This is an optimization exercise on Yosys and OpenROAD, whose aim is small area, not a production implementation.
In this exercise RTL edits were held to simulation tests only and were not proved equivalent to the original.
The flow treats the clock pin as an ideal source, which a real chip does not have.
No activity file was given, so power comes from the tool's default toggle rates.

Setup of v6:
Design fault_fsm, start of the top module:
module fault_fsm (
    input  logic        clk,
    input  logic        rst_n,
    input  logic [47:0] cell_voltage_packed,
    input  logic [11:0] current_raw,
    input  logic [11:0] temp_raw,
    input  logic        mask_voltage,
    input  logic        mask_current,
    input  logic        mask_temp,
    input  logic        manual_reset,
    output logic [1:0]  state_o,
    output logic        fault_latched_o,
    output logic [1:0]  active_fault_code_o,
    output logic [15:0] fault_count_o,
    output logic [15:0] warning_count_o,
    output logic [15:0] last_fault_cycle_o
);
Size in the first run: roughly 300 cells after synthesis, roughly 3800 µm² of cells after synthesis.
export LEC_CHECK = 0
export CAP_MARGIN = 20
export CORE_MARGIN = 2
export CORE_UTILIZATION = 40
export PLACE_DENSITY = 0.6
export SLEW_MARGIN = 20
create_clock -name core_clock -period 10.0 [get_ports {clk}]
standard.sh (not shown) runs the stock make flow with config.mk's settings and CLKGATE_MAP_FILE= SYNTH_SCRIPT=/design/flow/synth_recipe.tcl, a recipe that flattens the netlist after the stock synthesis.
==> flow/flow/run.sh <==
#!/bin/bash
# Standard synthesis steps with an area-oriented ABC mapping script, then the standard
# layout with the smallest port buffers and a lighter clock tree.
set -euo pipefail
cd "$(dirname "$0")/.."
# ORFS's scripts, with the ABC script that synthesis uses replaced by flow/abc_area.script
rm -rf scripts_area
cp -r "$FLOW_HOME/scripts" scripts_area
cp flow/abc_area.script scripts_area/abc_speed.script
export SCRIPTS_DIR="$PWD/scripts_area"
# one buffer on every input and output port, as the standard flow does, but the smallest one
export BUFFER_PORTS_ARGS="-buffer_cell sky130_fd_sc_hd__buf_1"
# clock tree without dummy balancing loads
export CTS_ARGS="-sink_clustering_enable -repair_clock_nets -buf_list {sky130_fd_sc_hd__clkbuf_8 sky130_fd_sc_hd__clkbuf_4} -dont_use_dummy_load"
bash standard.sh synth > synth.log 2>&1
bash standard.sh finish > layout.log 2>&1
==> flow/flow/abc_area.script <==
strash
&get -n
&deepsyn -T 60
&put
dch -f
amap
topo
v6 went all the way through synthesis, placement and routing and the layout is clean on timing, DRC and antenna.
Modified inputs, v7 compared to v6
Settings: a change of CORE_UTILIZATION from 40 to 60; a change of PLACE_DENSITY from 0.6 to 0.75; an added GPL_TIMING_DRIVEN of 0.
--- a/flow/flow/run.sh
+++ b/flow/flow/run.sh
@@ -12,4 +12,6 @@
 export BUFFER_PORTS_ARGS="-buffer_cell sky130_fd_sc_hd__buf_1"
-# clock tree without dummy balancing loads
-export CTS_ARGS="-sink_clustering_enable -repair_clock_nets -buf_list {sky130_fd_sc_hd__clkbuf_8 sky130_fd_sc_hd__clkbuf_4} -dont_use_dummy_load"
+# clock tree of small clock buffers without dummy balancing loads; flow/post_cts.tcl then
+# upsizes the buffers whose flip-flops would see a slow clock edge
+export CTS_ARGS="-sink_clustering_enable -repair_clock_nets -buf_list {sky130_fd_sc_hd__clkbuf_4} -dont_use_dummy_load"
+export POST_CTS_TCL="$PWD/flow/post_cts.tcl"
 bash standard.sh synth > synth.log 2>&1
==> flow/flow/post_cts.tcl (new file) <==
# After clock tree synthesis with small clock buffers: upsize each clock buffer whose
# flip-flop loads see a slow clock edge (placement-estimated slew above the limit), then legalize.
set limit 0.115
estimate_parasitics -placement
set changed 0
foreach inst [get_cells clkbuf_*] {
  if {[get_property $inst ref_name] ne "sky130_fd_sc_hd__clkbuf_4"} { continue }
  set worst 0
  foreach pin [get_pins -of_objects $inst -filter "direction==output"] {
    foreach load [get_pins -of_objects [get_nets -of_objects $pin] -filter "direction==input"] {
      if {[get_property $load lib_pin_name] ne "CLK"} { continue }
      set s [get_property $load slew_max]
      if {$s > $worst} { set worst $s }
    }
  }
  if {$worst > $limit} {
    puts "post_cts: [get_full_name $inst] worst load slew $worst, upsizing"
    replace_cell $inst sky130_fd_sc_hd__clkbuf_8
    incr changed
  }
}
puts "post_cts: upsized $changed clock buffers"
if {$changed > 0} {
  estimate_parasitics -placement
  detailed_placement
  check_placement -verbose
}
--- outcome ---
NOTE: highest attainable clock frequency in v7 falls short of that of v6
Going from v6 to v7, peak per-stage delay on the critical path grows by 110 ps.
Between v7 and v6, core utilization is higher for v7, v6 comes in under that.

========
## alpha
Starting RTL as in the previous note.
clock: 10.0 ns
lec_check: 0
cap_margin: 0
core_margin: 2
core_utilization: 60
place_density: 0.75
slew_margin: 0
==> flow/flow/run.sh <==
#!/bin/bash
# Standard synthesis steps with an area-oriented ABC mapping script, then the standard
# layout with the smallest port buffers and a lighter clock tree.
set -euo pipefail
cd "$(dirname "$0")/.."
# ORFS's scripts, with the ABC script that synthesis uses replaced by flow/abc_area.script
rm -rf scripts_area
cp -r "$FLOW_HOME/scripts" scripts_area
cp flow/abc_area.script scripts_area/abc_speed.script
export SCRIPTS_DIR="$PWD/scripts_area"
# one buffer on every input and output port, as the standard flow does, but the smallest one
export BUFFER_PORTS_ARGS="-buffer_cell sky130_fd_sc_hd__buf_1"
# clock tree of small clock buffers without dummy balancing loads; flow/post_cts.tcl then
# upsizes the buffers whose flip-flops would see a slow clock edge
export CTS_ARGS="-sink_clustering_enable -repair_clock_nets -buf_list {sky130_fd_sc_hd__clkbuf_4} -dont_use_dummy_load"
export POST_CTS_TCL="$PWD/flow/post_cts.tcl"
bash standard.sh synth > synth.log 2>&1
bash standard.sh finish > layout.log 2>&1
==> flow/flow/post_cts.tcl <==
# After clock tree synthesis with small clock buffers: upsize each clock buffer whose
# flip-flop loads see a slow clock edge (placement-estimated slew above the limit), then legalize.
set limit 0.115
estimate_parasitics -placement
set changed 0
foreach inst [get_cells clkbuf_*] {
  if {[get_property $inst ref_name] ne "sky130_fd_sc_hd__clkbuf_4"} { continue }
  set worst 0
  foreach pin [get_pins -of_objects $inst -filter "direction==output"] {
    foreach load [get_pins -of_objects [get_nets -of_objects $pin] -filter "direction==input"] {
      if {[get_property $load lib_pin_name] ne "CLK"} { continue }
      set s [get_property $load slew_max]
      if {$s > $worst} { set worst $s }
    }
  }
  if {$worst > $limit} {
    puts "post_cts: [get_full_name $inst] worst load slew $worst, upsizing"
    replace_cell $inst sky130_fd_sc_hd__clkbuf_8
    incr changed
  }
}
puts "post_cts: upsized $changed clock buffers"
if {$changed > 0} {
  estimate_parasitics -placement
  detailed_placement
  check_placement -verbose
}
Scripts as last shown in full above: flow/flow/abc_area.script
Input-level comparison between beta and alpha:
Settings: changing SLEW_MARGIN from 0 to 20; changing CAP_MARGIN from 0 to 20; changing CORE_UTILIZATION from 60 to 40; changing PLACE_DENSITY from 0.75 to 0.6.
-- flow/flow/run.sh --
<<< alpha, line 12
export BUFFER_PORTS_ARGS="-buffer_cell sky130_fd_sc_hd__buf_1"
# clock tree of small clock buffers without dummy balancing loads; flow/post_cts.tcl then
# upsizes the buffers whose flip-flops would see a slow clock edge
export CTS_ARGS="-sink_clustering_enable -repair_clock_nets -buf_list {sky130_fd_sc_hd__clkbuf_4} -dont_use_dummy_load"
export POST_CTS_TCL="$PWD/flow/post_cts.tcl"
bash standard.sh synth > synth.log 2>&1
>>> beta, line 12
export BUFFER_PORTS_ARGS="-buffer_cell sky130_fd_sc_hd__buf_1"
# clock tree without dummy balancing loads
export CTS_ARGS="-sink_clustering_enable -repair_clock_nets -buf_list {sky130_fd_sc_hd__clkbuf_8 sky130_fd_sc_hd__clkbuf_4} -dont_use_dummy_load"
bash standard.sh synth > synth.log 2>&1
==> flow/flow/abc_area.script <==
strash
&get -n
&deepsyn -T 60
&put
dch -f
map -a
topo
removed: flow/flow/post_cts.tcl
Summary of beta over alpha: effective utilization at floorplan down 20 points; portion of total power attributed to combinational logic up 1.2 points; total number of vias up 2.4%; final worst-path setup slack down 0.39 ns. alpha consumes less power than beta. beta: full flow OK, the timing, design-rule and antenna checks passed.
--- input diff beta..gamma ---
Settings: swapping 0.6 for 0.85 in PLACE_DENSITY; swapping 40 for 70 in CORE_UTILIZATION.
-- flow/flow/run.sh --
<<< beta, line 12
export BUFFER_PORTS_ARGS="-buffer_cell sky130_fd_sc_hd__buf_1"
# clock tree without dummy balancing loads
export CTS_ARGS="-sink_clustering_enable -repair_clock_nets -buf_list {sky130_fd_sc_hd__clkbuf_8 sky130_fd_sc_hd__clkbuf_4} -dont_use_dummy_load"
bash standard.sh synth > synth.log 2>&1
>>> gamma, line 12
export BUFFER_PORTS_ARGS="-buffer_cell sky130_fd_sc_hd__buf_1"
# clock tree of small clock buffers without dummy balancing loads; flow/post_cts.tcl then
# upsizes the buffers whose flip-flops would see a slow clock edge
export CTS_ARGS="-sink_clustering_enable -repair_clock_nets -buf_list {sky130_fd_sc_hd__clkbuf_4} -dont_use_dummy_load"
export POST_CTS_TCL="$PWD/flow/post_cts.tcl"
bash standard.sh synth > synth.log 2>&1
==> flow/flow/abc_area.script <==
strash
&get -n
&deepsyn -T 60
&put
dch -f
amap
topo
==> flow/flow/post_cts.tcl (new file) <==
# After clock tree synthesis with small clock buffers: upsize each clock buffer whose
# flip-flop loads see a slow clock edge (placement-estimated slew above the limit), then legalize.
set limit 0.115
estimate_parasitics -placement
set changed 0
foreach inst [get_cells clkbuf_*] {
  if {[get_property $inst ref_name] ne "sky130_fd_sc_hd__clkbuf_4"} { continue }
  set worst 0
  foreach pin [get_pins -of_objects $inst -filter "direction==output"] {
    foreach load [get_pins -of_objects [get_nets -of_objects $pin] -filter "direction==input"] {
      if {[get_property $load lib_pin_name] ne "CLK"} { continue }
      set s [get_property $load slew_max]
      if {$s > $worst} { set worst $s }
    }
  }
  if {$worst > $limit} {
    puts "post_cts: [get_full_name $inst] worst load slew $worst, upsizing"
    replace_cell $inst sky130_fd_sc_hd__clkbuf_8
    incr changed
  }
}
puts "post_cts: upsized $changed clock buffers"
if {$changed > 0} {
  estimate_parasitics -placement
  detailed_placement
  check_placement -verbose
}
--- outcome ---
- gamma ended with every stage complete and zero timing, DRC or antenna violations.
- beta: done, clean on timing, DRC and antenna
- gamma reports a lower critical path depth than beta does.
- Relative to beta, average footprint of a synthesized cell has increased by about 14% in gamma.
- Looking at first-pass GRT wire length across both flows, gamma is the weaker of the two, with beta ahead.
- Relative to beta, gamma improves final area.
- Cmp beta and gamma / largest net degree at the start of global routing / lower: gamma
- Diff beta and gamma: proportion of power drawn by the clock network higher in beta
- Taking beta as the reference, in gamma number of tapcells went down 59; buffering overhead went up 0.32 points; synthesized area went down about 1%; wire length went up 18%; fraction of the mapped netlist area in simple logic gates went down 4.6 points.
The inputs of delta differ from those of gamma as listed below.
Settings: CORE_UTILIZATION: 70 -> 60; PLACE_DENSITY: 0.85 -> 0.75.
==> notes.md <==
- Compare gamma and delta | overall power after layout higher: gamma
- delta — clock power share 0.5 points lower, gamma as reference
- Between delta and gamma, the critical path data required time figures differ only marginally.
- delta vs gamma: die footprint up
- Global-route usage: delta vs gamma down 9.5 points
- On post-layout instance area, delta tracks gamma almost exactly.
- Comparing gamma and delta, the higher share of the clock period used by the worst path after layout is on gamma.
- For total routed wirelength, dividing the value from gamma by the value from delta gives 1.3.
- ~same final-layout clock-cell area share in gamma and delta
- Re wire length of the first global-routing pass: gamma and delta aren't equal, and the lower value belongs to delta.
- Across both runs, peak clock frequency supported by timing was higher for delta than for gamma.

========
the reference run:
fault_fsm, a different RTL version from the one above (not shown whole).
For scale: ~0.0048 mm2 of cells after synthesis.
clock: 10.0 ns
lec_check: 0
cap_margin: 20
core_margin: 2
core_utilization: 40
place_density: 0.6
slew_margin: 20
run.sh (not shown) runs the stock make flow with config.mk's settings and CLKGATE_MAP_FILE= SYNTH_SCRIPT=/design/flow/synth_recipe.tcl, a recipe that flattens the netlist after the stock synthesis.
Stock flow here: none of the scripts above is used.
--- input diff the reference run..the trial run ---
==> flow/flow/run.sh (new file) <==
#!/bin/bash
# Standard synthesis and layout, with small port buffers and a lighter clock tree.
set -euo pipefail
cd "$(dirname "$0")/.."
# one buffer on every input and output port, as the standard flow does, but the smallest one
export BUFFER_PORTS_ARGS="-buffer_cell sky130_fd_sc_hd__buf_1"
# clock tree from small clock buffers, without dummy balancing loads
export CTS_ARGS="-sink_clustering_enable -repair_clock_nets -buf_list {sky130_fd_sc_hd__clkbuf_8 sky130_fd_sc_hd__clkbuf_4} -dont_use_dummy_load"
bash standard.sh synth > synth.log 2>&1
bash standard.sh finish > layout.log 2>&1
==> flow/standard.sh (new file) <==
#!/bin/bash
# synth_recipe.tcl (not shown) runs the flow's synth.tcl, then flattens the netlist and writes it again
# the make line also repeats each setting of config.mk as NAME=value (left out here)
make -C /OpenROAD-flow-scripts/flow DESIGN_CONFIG=/design/flow/config.mk WORK_HOME=/design/flow/orfs CLKGATE_MAP_FILE= SYNTH_SCRIPT=/design/flow/synth_recipe.tcl "${@:-finish}"
removed: flow/run.sh
- The trial run | status: complete | timing, DRC, antenna: pass
- The trial run vs the reference run, routed wire length went down by about 7%.
- Fraction of layout cells with a size suffix above 1 in the trial run is 0.99 points lower than in the reference run
- The trial run — placer congestion estimate 3.1% lower, the reference run as reference
- Critical path endpoint = last_fault[9]$_DFFE_PN0P_: the reference run; critical path endpoint = last_fault[4]$_DFFE_PN0P_: the trial run

[separate check: timing with driven ports]
The flow's constraints put no driver on any port. The routed layouts listed below were extracted and timed again, unchanged, in two steps.
Step 1, drivers: a clkbuf_16 drives clk and a buf_2 each remaining input, both assumed.
Step 2 times the ports against the registers' clock, not the clock port: input delays grow and output delays shrink by t, the midpoint of the rising clock arrivals with the driver on.
Slacks: ideal / step 1 / step 2; pairs: ideal / step 1.
| run | t, ns | slack for setup (ns) | worst setup path at the end | pins driven straight from the clock port |
|---|---|---|---|---|
| v6 | 0.367 | 3.819 / 3.826 / 3.459 | input to register | 1 |
| v7 | 0.428 | 3.482 / 3.489 / 3.061 | input to register | 1 |
| alpha | 0.434 | 3.834 / 3.841 / 3.407 | input to register | 1 |
| beta | 0.360 | 3.449 / 3.452 / 3.091 | input to register | 1 |
| gamma | 0.463 | 3.697 / 3.701 / 3.239 | input to register | 1 |
| delta | 0.434 | 3.834 / 3.841 / 3.407 | input to register | 1 |
| the reference run | 0.373 | 5.902 / 5.913 / 5.540 | input to register | 1 |
| the trial run | 0.383 | 6.380 / 6.383 / 6.000 | input to register | 1 |
After both steps every run listed still meets setup and hold. For gamma, which loses most, drivers alone change the setup slack by +0.004 ns; drivers and shift together by -0.458 ns.
